Source: an optimization exercise on an open RTL-to-GDS flow (aim: small area). Production flows keep margins and buffers that such runs may drop.
Function was checked by simulation only, so behaviour that the tests miss may differ from the original.
Power is estimated from default activity; no workload was simulated.

Setup of main:
// uart_module
module uart_module #(
    parameter int BIT_TICKS = 54
)(
    input logic clk,
    input logic rst_n,
    input logic rx,
    input logic rd_uart,
    input logic [7:0] w_data,
    input logic wr_uart,
    output logic tx,
    output logic [7:0] r_data,
    output logic rx_empty,
    output logic tx_full
);
==> module fifo_tx, before the edit <==
module fifo_tx (
    input  logic       clk,
    input  logic       rst_n,
    input  logic       wr,
    input  logic [7:0] w_data,
    input  logic       rd,
    input  logic       clr_head,
    output logic [7:0] q0,
    output logic       at_x,
    output logic       full,
    output logic       empty
);
logic [7:0] st [0:15];
logic [7:0] d  [0:15];
logic [4:0] p;
logic [3:0] hp, tp;
logic       init;
logic [7:0] wd;
logic       dpush;
assign empty = p[4];
assign full  = ~p[4] & (&p[3:0]);
assign at_x  = (hp == 4'd15);
assign q0    = st[0];
wire push = wr & ~full;
wire pop  = rd;
wire clr  = init | (clr_head & (hp == 4'd0));
wire       ins_en = (push & ~tp[0]) | dpush;
wire [7:0] src    = dpush ? wd : w_data;
wire [7:0] src_n  = ~src;
logic [7:0] ins;
always_comb
    for (int m = 0; m < 8; m++)
        ins[m] = ins_en & (tp[3:1] == 3'(m));
for (genvar k = 0; k < 8; k++) begin : g_x
    oai22 u (.a1(st[1][k]), .a2(clr), .b1(~ins[0]), .b2(src_n[k]), .y(d[0][k]));
end
for (genvar j = 1; j < 16; j++) begin : g_pos
    if (j % 2 == 1) begin : g_wire
        assign d[j] = st[(j+1)%16];
    end else if (j % 4 == 2) begin : g_inv
        for (genvar k = 0; k < 8; k++) begin : g_bit
            aoi21 u (.a1(ins[j/2]), .a2(src[k]), .b1(st[j+1][k]), .y(d[j][k]));
        end
    end else begin : g_true
        for (genvar k = 0; k < 8; k++) begin : g_bit
            oai21 u (.a1(~ins[j/2]), .a2(src_n[k]), .b1(st[j+1][k]), .y(d[j][k]));
        end
    end
end
always_ff @(posedge clk) begin
    for (int j = 0; j < 16; j++)
        st[j] <= d[j];
    wd <= w_data;
end
always_ff @(posedge clk or negedge rst_n) begin
    if (!rst_n) begin
        p     <= 5'b11111;
        hp    <= 4'd0;
        tp    <= 4'd0;
        init  <= 1'b1;
        dpush <= 1'b0;
    end else begin
        if (push & ~pop)
            p <= p + 5'd1;
        else if (pop & ~push)
            p <= p - 5'd1;
        hp    <= hp - {3'b000, ~pop};
        tp    <= tp - {3'b000, ~push};
        dpush <= push & tp[0];
        if (hp == 4'd1)
            init <= 1'b0;
    end
end
endmodule
export LEC_CHECK = 0
export CAP_MARGIN = 20
export CORE_MARGIN = 2
export CORE_UTILIZATION = 70
export SLEW_MARGIN = 20
export SYNTH_HIERARCHICAL = 1
create_clock -name core_clock -period 10.0 [get_ports {clk}]
standard.sh (not shown) runs the stock make flow with config.mk's settings and CLKGATE_MAP_FILE= SYNTH_SCRIPT=/design/flow/synth_recipe.tcl, a recipe that flattens the netlist after the stock synthesis.
==> flow/flow/run.sh <==
#!/bin/bash
# Standard layout with three changes: after floorplan every cell gets the
# smallest size of its family (flow/downsize.tcl); port buffers are buf_1;
# the clock tree is built from clkbuf_4 with larger sink clusters and no
# dummy loads.
set -euo pipefail
export POST_FLOORPLAN_TCL="$PWD/flow/downsize.tcl"
export BUFFER_PORTS_ARGS="-buffer_cell sky130_fd_sc_hd__buf_1"
export CTS_ARGS="-sink_clustering_enable -repair_clock_nets -dont_use_dummy_load -buf_list sky130_fd_sc_hd__clkbuf_4 -root_buf sky130_fd_sc_hd__clkbuf_2 -tree_buf sky130_fd_sc_hd__clkbuf_2 -sink_clustering_size 12 -sink_clustering_max_diameter 40"
bash standard.sh > standard_flow.log 2>&1
==> flow/flow/downsize.tcl <==
set db [ord::get_db]
set block [ord::get_db_block]
set dont_use {}
if { [info exists ::env(DONT_USE_CELLS)] } {
  set dont_use $::env(DONT_USE_CELLS)
}
array set fam {}
foreach lib [$db getLibs] {
  foreach m [$lib getMasters] {
    set n [$m getName]
    if { [regexp {^(sky130_fd_sc_hd__[a-z0-9]+)_([0-9]+)$} $n -> base sz] } {
      if { [lsearch -exact $dont_use $n] < 0 } {
        lappend fam($base) $m
      }
    }
  }
}
set swapped 0
set saved 0
foreach inst [$block getInsts] {
  set m [$inst getMaster]
  set n [$m getName]
  if { ![regexp {^(sky130_fd_sc_hd__[a-z0-9]+)_([0-9]+)$} $n -> base sz] } {
    continue
  }
  if { ![info exists fam($base)] } {
    continue
  }
  set best $m
  set bw [$m getWidth]
  foreach c $fam($base) {
    if { [$c getWidth] < $bw } {
      set best $c
      set bw [$c getWidth]
    }
  }
  if { $best ne $m } {
    set saved [expr { $saved + [$m getWidth] - $bw }]
    $inst swapMaster $best
    incr swapped
  }
}
puts "downsize: swapped $swapped cells, saved width [expr { $saved / 1000.0 }] um"
Setup changes, main to the feature branch
--- a/flow/design.v
+++ b/flow/design.v
@@ -81,62 +81,56 @@
 logic [7:0] st [0:15];
 logic [7:0] d  [0:15];
 logic [4:0] p;
 logic [3:0] hp, tp;
 logic       init;
-logic [7:0] wd;
-logic       dpush;
 assign empty = p[4];
 assign full  = ~p[4] & (&p[3:0]);
 assign at_x  = (hp == 4'd15);
 assign q0    = st[0];
 wire push = wr & ~full;
 wire pop  = rd;
 wire clr  = init | (clr_head & (hp == 4'd0));
-wire       ins_en = (push & ~tp[0]) | dpush;
-wire [7:0] src    = dpush ? wd : w_data;
-wire [7:0] src_n  = ~src;
-logic [7:0] ins;
-always_comb
-    for (int m = 0; m < 8; m++)
-        ins[m] = ins_en & (tp[3:1] == 3'(m));
+logic [15:0] ins;
+logic [3:0] lo, hi;
+always_comb begin
+    for (int k = 0; k < 4; k++) begin
+        lo[k] = push & (tp[1:0] == 2'(k));
+        hi[k] = (tp[3:2] == 2'(k));
+    end
+    for (int j = 0; j < 16; j++)
+        ins[j] = lo[j % 4] & hi[j / 4];
+end
+wire [7:0] w_n = ~w_data;
 for (genvar k = 0; k < 8; k++) begin : g_x
-    oai22 u (.a1(st[1][k]), .a2(clr), .b1(~ins[0]), .b2(src_n[k]), .y(d[0][k]));
+    oai22 u (.a1(st[1][k]), .a2(clr), .b1(~ins[0]), .b2(w_n[k]), .y(d[0][k]));
 end
 for (genvar j = 1; j < 16; j++) begin : g_pos
-    if (j % 2 == 1) begin : g_wire
-        assign d[j] = st[(j+1)%16];
-    end else if (j % 4 == 2) begin : g_inv
-        for (genvar k = 0; k < 8; k++) begin : g_bit
-            aoi21 u (.a1(ins[j/2]), .a2(src[k]), .b1(st[j+1][k]), .y(d[j][k]));
-        end
-    end else begin : g_true
-        for (genvar k = 0; k < 8; k++) begin : g_bit
-            oai21 u (.a1(~ins[j/2]), .a2(src_n[k]), .b1(st[j+1][k]), .y(d[j][k]));
+    for (genvar k = 0; k < 8; k++) begin : g_bit
+        if (j % 2 == 1) begin : g_inv
+            aoi21 u (.a1(ins[j]), .a2(w_data[k]), .b1(st[(j+1)%16][k]), .y(d[j][k]));
+        end else begin : g_true
+            oai21 u (.a1(~ins[j]), .a2(w_n[k]), .b1(st[j+1][k]), .y(d[j][k]));
         end
     end
 end
-always_ff @(posedge clk) begin
+always_ff @(posedge clk)
     for (int j = 0; j < 16; j++)
         st[j] <= d[j];
-    wd <= w_data;
-end
 always_ff @(posedge clk or negedge rst_n) begin
     if (!rst_n) begin
-        p     <= 5'b11111;
-        hp    <= 4'd0;
-        tp    <= 4'd0;
-        init  <= 1'b1;
-        dpush <= 1'b0;
+        p    <= 5'b11111;
+        hp   <= 4'd0;
+        tp   <= 4'd0;
+        init <= 1'b1;
     end else begin
         if (push & ~pop)
             p <= p + 5'd1;
         else if (pop & ~push)
             p <= p - 5'd1;
-        hp    <= hp - {3'b000, ~pop};
-        tp    <= tp - {3'b000, ~push};
-        dpush <= push & tp[0];
+        hp <= hp - {3'b000, ~pop};
+        tp <= tp - {3'b000, ~push};
         if (hp == 4'd1)
             init <= 1'b0;
     end
 end
 endmodule
Notes after the runs:
Cmp the feature branch vs main: total inserted antenna cells lower in the feature branch. main → the feature branch: relative slew slack went down 4.1 points, row count went up 1, setup slack of the critical path after layout went down 0.081 ns, leakage power went down 2.5%. Across both runs, global-route usage was higher for the feature branch than for main. Relative to main, worst slack on hold paths has increased by 0.016 ns in the feature branch. On clock-cell share of area, main and the feature branch are neck and neck. Relative to main, the share of cell area taken by multi-input logic gates of the feature branch is higher by 2.4 points.

========
== the baseline ==
The RTL this note starts from:
==> flow/design.v <==
module counter (
    input  logic clk,
    input  logic rst_n,
    output logic tick
);
logic [5:0] u;
assign tick = (u == 6'd20);
always_ff @(posedge clk or negedge rst_n) begin
    if (!rst_n)
        u <= 6'd52;
    else
        u <= {u[4:0], u[5] ^ u[4] ^ tick};
end
endmodule
module fifo (
    input  logic       clk,
    input  logic       rst_n,
    input  logic       wr,
    input  logic [7:0] w_data,
    input  logic       rd,
    output logic [7:0] r_data,
    output logic       full,
    output logic       empty
);
logic [7:0] mem [0:15];
logic [4:0] p;
logic [3:0] hp;
logic       pend;
assign empty = p[4];
assign full  = ~p[4] & (&p[3:0]);
wire push = wr & ~full;
wire pop  = rd & ~empty;
wire ins  = pend & ((hp + p[3:0]) == 4'd0);
always_ff @(posedge clk) begin
    for (int j = 0; j < 15; j++)
        mem[j] <= mem[j+1];
    mem[15] <= ins ? w_data : mem[0];
end
always_ff @(posedge clk or negedge rst_n) begin
    if (!rst_n) begin
        p    <= 5'b11111;
        hp   <= 4'd0;
        pend <= 1'b0;
    end else begin
        if (push & ~pop)
            p <= p + 5'd1;
        else if (pop & ~push)
            p <= p - 5'd1;
        if (!pop)
            hp <= hp - 4'd1;
        if (push)
            pend <= 1'b1;
        else if (ins)
            pend <= 1'b0;
    end
end
wire        selb = pend & (p == 5'd0);
logic [15:0] sel;
always_comb
    for (int i = 0; i < 16; i++)
        sel[i] = ~selb & (hp == 4'(i));
for (genvar j = 0; j < 8; j++) begin : g_col
    logic [15:0] d;
    for (genvar i = 0; i < 16; i++) begin : g_bit
        assign d[i] = mem[i][j];
    end
    rd_col u_col (.sel(sel), .d(d), .selb(selb), .b(w_data[j]), .y(r_data[j]));
end
endmodule
module fifo_tx (
    input  logic       clk,
    input  logic       rst_n,
    input  logic       wr,
    input  logic [7:0] w_data,
    input  logic       rd,
    output logic [7:0] head,
    output logic       full,
    output logic       empty
);
logic [7:0]  mem [0:15];
logic [15:0] v;
logic [15:0] m;
assign full  = &v;
assign empty = ~|v;
assign head  = mem[0];
always_comb begin
    m[0] = ~v[0] | rd;
    for (int i = 1; i < 16; i++)
        m[i] = ~v[i] | m[i-1];
end
always_ff @(posedge clk) begin
    for (int i = 0; i < 15; i++)
        if (m[i]) mem[i] <= mem[i+1];
    if (m[15]) mem[15] <= w_data;
end
always_ff @(posedge clk or negedge rst_n) begin
    if (!rst_n)
        v <= '0;
    else begin
        for (int i = 0; i < 15; i++)
            if (m[i]) v[i] <= v[i+1];
        if (m[15]) v[15] <= wr & ~full;
    end
end
endmodule
module rd_col (
    input  logic [15:0] sel,
    input  logic [15:0] d,
    input  logic        selb,
    input  logic        b,
    output logic        y
);
logic [5:0] t;
for (genvar g = 0; g < 5; g++) begin : g_aoi
    aoi222 u (.a0(sel[3*g]),   .b0(d[3*g]),
              .a1(sel[3*g+1]), .b1(d[3*g+1]),
              .a2(sel[3*g+2]), .b2(d[3*g+2]), .y(t[g]));
end
aoi22 u_last (.a0(sel[15]), .b0(d[15]), .a1(selb), .b1(b), .y(t[5]));
assign y = ~&t;
endmodule
module aoi222 (
    input  logic a0, b0, a1, b1, a2, b2,
    output logic y
);
assign y = ~((a0 & b0) | (a1 & b1) | (a2 & b2));
endmodule
module aoi22 (
    input  logic a0, b0, a1, b1,
    output logic y
);
assign y = ~((a0 & b0) | (a1 & b1));
endmodule
module uart_rx (
    input  logic       clk,
    input  logic       rst_n,
    input  logic       rx,
    input  logic       s_tick,
    output logic       rx_done_tick,
    output logic [7:0] dout
);
localparam logic [1:0] IDLE = 2'd0, START = 2'd1, DATA = 2'd2, STOP = 2'd3;
logic [1:0] state;
logic [3:0] s;
logic [7:0] b;
wire last = s_tick & (&s);
always_ff @(posedge clk or negedge rst_n) begin
    if (!rst_n)
        state <= IDLE;
    else case (state)
        IDLE:  if (~rx) state <= START;
        START: if (last) state <= DATA;
        DATA:  if (last & b[0]) state <= STOP;
        STOP:  if (last) state <= IDLE;
    endcase
end
always_ff @(posedge clk) begin
    if (state == IDLE)
        s <= 4'd8;
    else if (s_tick)
        s <= s + 4'd1;
end
always_ff @(posedge clk) begin
    if (state == START && last)
        b <= 8'h80;
    else if (state == DATA && last)
        b <= {rx, b[7:1]};
end
assign rx_done_tick = (state == STOP) & last;
assign dout = b;
endmodule
module uart_tx (
    input  logic       clk,
    input  logic       rst_n,
    input  logic       tx_start,
    input  logic       s_tick,
    input  logic [7:0] din,
    output logic       tx_done_tick,
    output logic       tx
);
localparam logic [1:0] IDLE = 2'd0, START = 2'd1, DATA = 2'd2, STOP = 2'd3;
logic [1:0] state;
logic [6:0] ns;    
wire last = s_tick & (&ns[3:0]);
always_ff @(posedge clk or negedge rst_n) begin
    if (!rst_n)
        state <= IDLE;
    else case (state)
        IDLE:  if (tx_start) state <= START;
        START: if (last) state <= DATA;
        DATA:  if (last & (&ns[6:4])) state <= STOP;
        STOP:  if (last) state <= IDLE;
    endcase
end
always_ff @(posedge clk) begin
    if (state == IDLE)
        ns <= 7'b111_0000;
    else if (s_tick)
        ns <= ns + 7'd1;
end
always_comb begin
    case (state)
        START:   tx = 1'b0;
        DATA:    tx = din[ns[6:4]];
        default: tx = 1'b1;
    endcase
end
assign tx_done_tick = (state == STOP) & last;
endmodule
module uart_module #(
    parameter int BIT_TICKS = 54
)(
    input logic clk,
    input logic rst_n,
    input logic rx,
    input logic rd_uart,
    input logic [7:0] w_data,
    input logic wr_uart,
    output logic tx,
    output logic [7:0] r_data,
    output logic rx_empty,
    output logic tx_full
);
logic s_tick;
logic [7:0] dout;
logic rx_done_tick;
logic tx_done_tick;
logic [7:0] din;
logic tx_fifo_empty;
counter u_baud_rate_generator (
    .clk(clk),
    .rst_n(rst_n),
    .tick(s_tick)
);
uart_rx u_reciever (
    .clk(clk),
    .rst_n(rst_n),
    .rx(rx),
    .s_tick(s_tick),
    .dout(dout),
    .rx_done_tick(rx_done_tick)
);
fifo u_reciever_fifo (
    .clk(clk),
    .rst_n(rst_n),
    .w_data(dout),
    .wr(rx_done_tick),
    .r_data(r_data),
    .rd(rd_uart),
    .empty(rx_empty),
    .full()
);
uart_tx u_tranciever (
    .clk(clk),
    .rst_n(rst_n),
    .tx(tx),
    .din(din),
    .s_tick(s_tick),
    .tx_done_tick(tx_done_tick),
    .tx_start(!tx_fifo_empty)
);
fifo_tx u_tranciever_fifo (
    .clk(clk),
    .rst_n(rst_n),
    .w_data(w_data),
    .wr(wr_uart),
    .rd(tx_done_tick),
    .empty(tx_fifo_empty),
    .full(tx_full),
    .head(din)
);
endmodule
Settings: LEC_CHECK=0, CAP_MARGIN=20, CORE_MARGIN=2, CORE_UTILIZATION=70, SLEW_MARGIN=20, SYNTH_HIERARCHICAL=1; clock period 10.0 ns.
==> flow/flow/run.sh <==
#!/bin/bash
# Standard layout with two changes: port buffers are buf_1, and the clock
# tree is built from clkbuf_4 with larger sink clusters and no dummy loads.
set -euo pipefail
export BUFFER_PORTS_ARGS="-buffer_cell sky130_fd_sc_hd__buf_1"
export CTS_ARGS="-sink_clustering_enable -repair_clock_nets -dont_use_dummy_load -buf_list sky130_fd_sc_hd__clkbuf_4 -sink_clustering_size 12 -sink_clustering_max_diameter 40"
bash standard.sh > standard_flow.log 2>&1
Setup changes, the baseline to the candidate
diff --git a/flow/design.v b/flow/design.v
--- a/flow/design.v
+++ b/flow/design.v
@@ -1,15 +1,19 @@
-module counter (
+module counter #(
+    parameter int BIT_TICKS = 54
+)(
     input  logic clk,
     input  logic rst_n,
     output logic tick
 );
 logic [5:0] u;
-assign tick = (u == 6'd20);
-always_ff @(posedge clk or negedge rst_n) begin
-    if (!rst_n)
-        u <= 6'd52;
+assign tick = (u == 6'(BIT_TICKS + 1));
+always_ff @(posedge clk or negedge rst_n) begin
+    if (!rst_n)
+        u <= 6'd0;
+    else if (tick)
+        u <= 6'd1;
     else
-        u <= {u[4:0], u[5] ^ u[4] ^ tick};
+        u <= u + 6'd1;
 end
 endmodule
 module fifo (
@@ -227,7 +231,7 @@
 logic tx_done_tick;
 logic [7:0] din;
 logic tx_fifo_empty;
-counter u_baud_rate_generator (
+counter #(.BIT_TICKS(BIT_TICKS)) u_baud_rate_generator (
     .clk(clk),
     .rst_n(rst_n),
     .tick(s_tick)
--- outcome ---
In summary, the candidate completed successfully, with a layout that passed the timing, DRC and antenna checks.
NOTE: number of cell instances on the worst register-to-register path in the candidate exceeds that of the baseline
Core utilization: the candidate lower than the baseline
Number of global-route vias before repair delta (the baseline -> the candidate): insignificant
Clock share of power down 0.3 points in the candidate wrt the baseline
The candidate does worse than the baseline on area after synthesis.
Changes observed in the candidate relative to the baseline: met1 track utilization from global routing higher; wire length reported by the detailed router grew by about 0.8%; critical path arrival essentially unchanged; relative contribution of sequential cells to total power flat; clock network contribution to total cell area roughly the same.
Compare the candidate and the baseline | sequential share of layout area lower: the candidate
On post-route worst setup slack, the baseline beats the candidate.
Against the baseline, placement-stage cell area in the candidate rose slightly.
Worst reg-to-reg setup slack: the candidate and the baseline compared, lower one is the candidate

## re-timing with driven ports
How much do the figures lean on ideal ports? The routed layouts below were timed once more, with nothing changed but the port constraints.
Step 1 sets driving cells, clkbuf_16 on the clock port and buf_2 on the other inputs (assumed; they add their load-dependent delay and slew).
Step 2 adds t to the input delays and takes it off the output delays; t is the mean of the earliest and latest rising clock arrival at the registers after step 1. Input paths then give back, and output paths get back, about the clock's delay inside the block.
Slacks: ideal ports / drivers / drivers and shift; pairs: ideal ports / drivers.
| run | t, ns | setup slack, ns | worst slew at a driven data input, ns |
|---|---|---|---|
| main | 0.720 | 4.527 / 4.494 / 5.214 | 0.03 |
| the feature branch | 0.759 | 4.446 / 4.411 / 5.170 | 0.06 |
| the baseline | 0.639 | 4.700 / 4.665 / 5.303 | 0.03 |
| the candidate | 0.636 | 4.685 / 4.651 / 5.287 | 0.03 |
After both steps setup and hold are still met in every run listed.
